Context: an optimization exercise on an open-source flow, tuned for a short achievable clock period and few clock cycles. The choices shown serve that exercise and are no tape-out recipe. Where RTL was checked, it was by simulation tests only, not by an equivalence proof against the original. Power and IR drop assume default switching activity.

Design Mips, start of the top module:
module Mips(
	input clk,
	input rst,
	output[31:0] imem_addr,
	input[31:0] imem_data,
	output[17:0] SRAM_ADDR,
	output[15:0] SRAM_WDATA,
	input[15:0] SRAM_RDATA,
	output SRAM_WE_N
);
Size in the first run: roughly 120 I/O pins, about 0.20 mm² of cells after synthesis.
Settings: LEC_CHECK=0, CAP_MARGIN=20, CORE_MARGIN=2, CORE_UTILIZATION=40, SLEW_MARGIN=40; clock period 15.0 ns.
standard.sh (not shown) runs the stock make flow with config.mk's settings and CLKGATE_MAP_FILE= SYNTH_SCRIPT=/design/flow/synth_recipe.tcl, a recipe that flattens the netlist after the stock synthesis.
==> flow/flow/run.sh <==
#!/bin/bash
# Standard ORFS layout (the standard.sh), with timing repair aimed well
# below the 15 ns clock: repair_timing keeps working until the setup slack
# reaches SETUP_SLACK_MARGIN (10.8 ns below the 15 ns clock).
export SETUP_SLACK_MARGIN=10.8
bash standard.sh > standard.log 2>&1
Rerun with:
==> flow/flow/run.sh (replaced) <==
#!/bin/bash
# Standard ORFS layout (the standard.sh), with timing repair aimed well
# below the 15 ns clock: repair_timing keeps working until the setup slack
# reaches SETUP_SLACK_MARGIN (10.6 ns below the 15 ns clock).
export SETUP_SLACK_MARGIN=10.6
bash standard.sh > standard.log 2>&1
The changed run ran to the end with no violations.
Die area is unchanged.
Global-route usage went down by 0.69 points.
Total power is lower by about 3%.
Final area went down by 3.4%.
Clock skew falls by 0.023 ns.
No functional check of the RTL was part of any run of this note.

========
## run 1
Another version of the RTL of Mips (not shown whole).
Size: ~14000 cells after synthesis, roughly 120 I/O pins, about 190000 um2 of cells after synthesis.
Settings: LEC_CHECK=0, ABC_CLOCK_PERIOD_IN_PS=3000, CAP_MARGIN=20, CORE_MARGIN=2, CORE_UTILIZATION=40, SLEW_MARGIN=40; clock period 15.0 ns.
==> flow/flow/run.sh <==
#!/bin/bash
# Standard ORFS layout (the standard.sh), with timing repair aimed well
# below the 15 ns clock: repair_timing keeps working until the setup slack
# reaches SETUP_SLACK_MARGIN (10.6 ns below the 15 ns clock).
export SETUP_SLACK_MARGIN=10.6
bash standard.sh > standard.log 2>&1
The flow did not stop early for run 1: all stages ran, and the layout cleared the timing, DRC and antenna checks.
Inputs modified between run 1 and run 2:
# run 1
export LEC_CHECK = 0
export ABC_CLOCK_PERIOD_IN_PS = 3000
export CAP_MARGIN = 20
export CORE_MARGIN = 2
export CORE_UTILIZATION = 40
export SLEW_MARGIN = 40
create_clock -name core_clock -period 15.0 [get_ports {clk}]
# run 2
export LEC_CHECK = 0
export ABC_CLOCK_PERIOD_IN_PS = 4500
export CAP_MARGIN = 20
export CORE_MARGIN = 2
export CORE_UTILIZATION = 40
export SLEW_MARGIN = 40
create_clock -name core_clock -period 15.0 [get_ports {clk}]
==> comparison <==
- Across run 1 and run 2, none had a timing, DRC or antenna violation.
- Re number of enable flip-flop cells after synthesis: no difference whatsoever between run 1 and run 2.
- Diff run 1 -> run 2: average wire length per cell after detail routing held; routability congestion estimate held steady; number of multi-input combinational cells in the layout neither gained nor lost much; power flat; TritonCTS sink count held steady.
Inputs modified between run 2 and run 3:
# run 2
export LEC_CHECK = 0
export ABC_CLOCK_PERIOD_IN_PS = 4500
export CAP_MARGIN = 20
export CORE_MARGIN = 2
export CORE_UTILIZATION = 40
export SLEW_MARGIN = 40
create_clock -name core_clock -period 15.0 [get_ports {clk}]
# run 3
export LEC_CHECK = 0
export ABC_CLOCK_PERIOD_IN_PS = 4500
export CAP_MARGIN = 20
export CORE_MARGIN = 2
export CORE_UTILIZATION = 40
export CTS_CLUSTER_DIAMETER = 60
export CTS_CLUSTER_SIZE = 24
export SLEW_MARGIN = 40
create_clock -name core_clock -period 15.0 [get_ports {clk}]
[summary]
Compared with run 2, run 3 shows a higher combinational cell fraction of total power. Of the two values seen for beginning of the critical path, aW_E$_DFF_P_ was produced by run 2 and dataW[5]$_DFF_P_ by run 3. Final net count is lower on run 3. The met3 layer usage reported by global route was comparable across run 2 and run 3. Run 2 -> run 3: number of instances in the synthesized netlist delta 0, exact match.
No functional check of the RTL was part of any run of this note.

========
Mips, a different RTL version from the one above (not shown whole).
Size: ~14000 cells after synthesis, roughly 4300 flip-flops, ~120 I/O pins, about 200000 um2 of cells after synthesis.
==> flow/design.v (excerpt) <==
module Mips(
	input clk,
	input rst,
	output[31:0] imem_addr,
	input[31:0] imem_data,
	output[17:0] SRAM_ADDR,
	output[15:0] SRAM_WDATA,
	input[15:0] SRAM_RDATA,
	output SRAM_WE_N
);
Settings: LEC_CHECK=0, CAP_MARGIN=20, CORE_MARGIN=2, CORE_UTILIZATION=40, SLEW_MARGIN=40; clock period 15.0 ns.
==> flow/flow/run.sh <==
#!/bin/bash
# Standard ORFS layout (the standard.sh), with timing repair aimed well
# below the 15 ns clock: repair_timing keeps working until the setup slack
# reaches SETUP_SLACK_MARGIN (10.8 ns below the 15 ns clock).
export SETUP_SLACK_MARGIN=10.8
bash standard.sh > standard.log 2>&1
The starting point finished with timing, DRC and antenna clean.
==> next run, changes <==
==> flow/flow/run.sh (replaced) <==
#!/bin/bash
# Standard ORFS layout (the standard.sh) with two changes to timing repair:
#  - repair_timing keeps working until the setup slack reaches
#    SETUP_SLACK_MARGIN (10.8 ns below the 15 ns clock);
#  - resizing may pick any drive strength of a cell, not only one of the
#    same width (MATCH_CELL_FOOTPRINT=0; the platform default is 1).
export SETUP_SLACK_MARGIN=10.8
bash standard.sh MATCH_CELL_FOOTPRINT=0 finish > standard.log 2>&1
After rerunning: The changed run produced a clean layout. Area after synthesis stays the same. Power increases by 0.87%. Worst setup slack degrades by 0.030 ns. Hold slack is worse by 0.028 ns. Sequential power stays flat. Global-route usage falls by 0.14 points. Utilization is higher by 0.53 points. Clock skew came out higher by 0.038 ns. Final area goes up by 1.1%.
No functional check of the RTL was part of any run of this note.

========
Setup of willow:
Mips, a different RTL version from the one above (not shown whole).
Size in the first run: ~4000 flip-flops, roughly 120 I/O pins, roughly 0.19 mm2 of cells after synthesis.
## Mips
module Mips(
	input clk,
	input rst,
	output[31:0] imem_addr,
	input[31:0] imem_data,
	output[17:0] SRAM_ADDR,
	output[15:0] SRAM_WDATA,
	input[15:0] SRAM_RDATA,
	output SRAM_WE_N
);
export LEC_CHECK = 0
export ABC_CLOCK_PERIOD_IN_PS = 4500
export CAP_MARGIN = 20
export CORE_MARGIN = 2
export CORE_UTILIZATION = 40
export SLEW_MARGIN = 40
create_clock -name core_clock -period 15.0 [get_ports {clk}]
==> flow/flow/run.sh <==
#!/bin/bash
# Standard ORFS layout (the standard.sh), with timing repair aimed well
# below the 15 ns clock: repair_timing keeps working until the setup slack
# reaches SETUP_SLACK_MARGIN (10.6 ns below the 15 ns clock).
export SETUP_SLACK_MARGIN=10.6
bash standard.sh > standard.log 2>&1
### willow -> juniper
Settings: swapping 4500 for 3000 in ABC_CLOCK_PERIOD_IN_PS.
--- outcome ---
Taking willow as the reference, in juniper synthesized area roughly the same, share of cell area taken by flip-flops and latches held. Count of buffer and inverter cells on the critical path: willow vs juniper — no meaningful difference. Reported for juniper and willow, area enclosed by the die boundary turned out identical to the last digit.
Setup changes, juniper to amber
Settings: ABC_CLOCK_PERIOD_IN_PS: 3000 -> 4500.
==> flow/flow/run.sh <==
#!/bin/bash
# Standard ORFS layout (the standard.sh), with timing repair aimed well
# below the 15 ns clock: repair_timing keeps working until the setup slack
# reaches SETUP_SLACK_MARGIN (10.2 ns below the 15 ns clock).
export SETUP_SLACK_MARGIN=10.2
bash standard.sh > standard.log 2>&1
Findings:
- amber completed end to end with timing, DRC and antenna clean.
- Total vias in the final route for amber is lower than for juniper.
- Detailed route wirelength on metal3: amber and juniper compared, lower one is amber
- amber against juniper: power spent charging and discharging nets saw a decrease; layout buffer count excluding clock buffers moved down.
- Delta (amber minus juniper): quantity of gates resized following cts lower; number of iterations in the first detailed-routing pass lower; share of cell area taken by flip-flops and latches higher.
- | total routing resource utilization after global routing | lower: amber |
- The fraction of standard cell area in multi-input logic of juniper and that of amber are within noise of each other.
- Looking at amber and juniper, the die area is a wash.
- The lower synthesis-to-finish area growth came out of amber.
Function was not checked in any run of this note: the RTL went through the layout flow alone.

========
## epsilon
Another version of the RTL of Mips (not shown whole).
Size in the first run: roughly 4300 flip-flops, about 120 I/O pins, roughly 0.20 mm² of cells after synthesis.
export LEC_CHECK = 0
export CAP_MARGIN = 20
export CORE_MARGIN = 2
export CORE_UTILIZATION = 40
export SLEW_MARGIN = 40
create_clock -name core_clock -period 15.0 [get_ports {clk}]
==> flow/flow/run.sh <==
#!/bin/bash
# Standard ORFS layout (the standard.sh), with timing repair aimed well
# below the 15 ns clock: repair_timing keeps working until the setup slack
# reaches SETUP_SLACK_MARGIN (10.6 ns below the 15 ns clock).
export SETUP_SLACK_MARGIN=10.6
bash standard.sh > standard.log 2>&1
Testbench counts of epsilon, summed over its fixed seeds: cycles 62,400.
Inputs modified between epsilon and alpha:
Settings: CORE_UTILIZATION changed from 40 to 45.
==> summary.txt <==
epsilon went all the way through the flow, and no timing, DRC or antenna check failed. Having completed the whole flow, alpha delivered a layout that passed the timing, DRC and antenna checks. Sort epsilon and alpha by critical path depth desc -> top: epsilon. Relative to epsilon, the die area measured on alpha has decreased by more than 10%. alpha supports a lower top clock frequency than epsilon. Internal power, epsilon and alpha, lower one = epsilon. alpha vs epsilon: non-filler instance count after layout down by a few percent.

========
== rev 12 ==
Another version of the RTL of Mips (not shown whole).
Size: about 14000 cells after synthesis, roughly 120 I/O pins.
export LEC_CHECK = 0
export CAP_MARGIN = 20
export CORE_MARGIN = 2
export CORE_UTILIZATION = 40
export SLEW_MARGIN = 40
create_clock -name core_clock -period 15.0 [get_ports {clk}]
==> flow/flow/run.sh <==
#!/bin/bash
# Standard ORFS layout (the standard.sh), with timing repair aimed well
# below the 15 ns clock: repair_timing keeps working until the setup slack
# reaches SETUP_SLACK_MARGIN (10.8 ns below the 15 ns clock).
export SETUP_SLACK_MARGIN=10.8
bash standard.sh > standard.log 2>&1
## Diff of input files: rev 13 against rev 12
==> flow/flow/run.sh <==
#!/bin/bash
# Standard ORFS layout (the standard.sh), with timing repair aimed well
# below the 15 ns clock: repair_timing keeps working until the setup slack
# reaches SETUP_SLACK_MARGIN (10.6 ns below the 15 ns clock).
export SETUP_SLACK_MARGIN=10.6
bash standard.sh > standard.log 2>&1
==> summary.txt <==
- The critical path start-end classification comes out flop to flop in one run and flop to output pin in the other, namely in rev 12 and rev 13 respectively.
- | switching share of power | rev 12 vs rev 13 | ≈ equal |
- Relative to rev 12, post-layout utilization of the core has gone down in rev 13.
- Cell count (rev 13 over rev 12): decrease, 317
- Number of DRC markers after the initial detailed-route iteration on rev 13 is down relative to rev 12.
- Re final-layout non-clock buffer area share: rev 13 is 1.7 points down on rev 12.
No run of this note included a check of the RTL's function; only the layout flow was run.

==> afterwards: timing with drivers on the ports <==
No port has a modelled driver above. Below, the same layouts with a new extraction and two added sets of constraints. Step 1 sets driving cells, clkbuf_16 on the clock port and buf_2 on the other inputs (assumed; they add their load-dependent delay and slew). Step 2 adds t to the input delays and takes it off the output delays; t is the mean of the earliest and latest rising clock arrival at the registers after step 1. Input paths then give back, and output paths get back, about the clock's delay inside the block. Three values: ideal ports, drivers, drivers and shift; two values: the first two.
| run | t (ns) | setup WS [ns] | worst setup path at the end | clock arrival spread, ns | cell pins on the clock port's net |
|---|---|---|---|---|---|
| the first run of note 1 | 1.147 | 10.126 / 10.126 / 9.069 | input to register | 0.134 / 0.135 | 1 |
| the second run of note 1 | 1.131 | 10.077 / 10.076 / 8.945 | input to register | 0.107 / 0.108 | 1 |
| run 1 | 1.147 | 10.035 / 10.035 / 9.001 | input to register | 0.130 / 0.130 | 1 |
| run 2 | 1.147 | 10.035 / 10.035 / 9.001 | input to register | 0.130 / 0.130 | 1 |
| run 3 | 1.151 | 10.039 / 10.039 / 9.026 | input to register | 0.167 / 0.168 | 1 |
| the first run of note 3 | 1.169 | 9.726 / 9.726 / 8.767 | input to register | 0.163 / 0.163 | 1 |
| the second run of note 3 | 1.155 | 9.696 / 9.696 / 8.828 | input to register | 0.197 / 0.197 | 1 |
| willow | 1.141 | 10.147 / 9.965 / 8.824 | input to register | 0.128 / 0.129 | 1 |
| juniper | 1.141 | 10.147 / 9.965 / 8.824 | input to register | 0.128 / 0.129 | 1 |
| amber | 1.131 | 10.103 / 9.886 / 8.755 | input to register | 0.131 / 0.131 | 1 |
| epsilon | 1.136 | 10.308 / 10.245 / 9.181 | input to register | 0.136 / 0.136 | 1 |
| alpha | 1.134 | 10.214 / 10.233 / 9.163 | input to register | 0.103 / 0.103 | 1 |
| rev 12 | 1.141 | 10.130 / 10.130 / 9.180 | input to register | 0.104 / 0.105 | 1 |
| rev 13 | 1.137 | 10.364 / 10.242 / 9.157 | input to register | 0.121 / 0.120 | 1 |
After both steps setup and hold are still met in every run listed. For amber, which loses most, drivers alone change the setup slack by -0.217 ns; drivers and shift together by -1.348 ns.
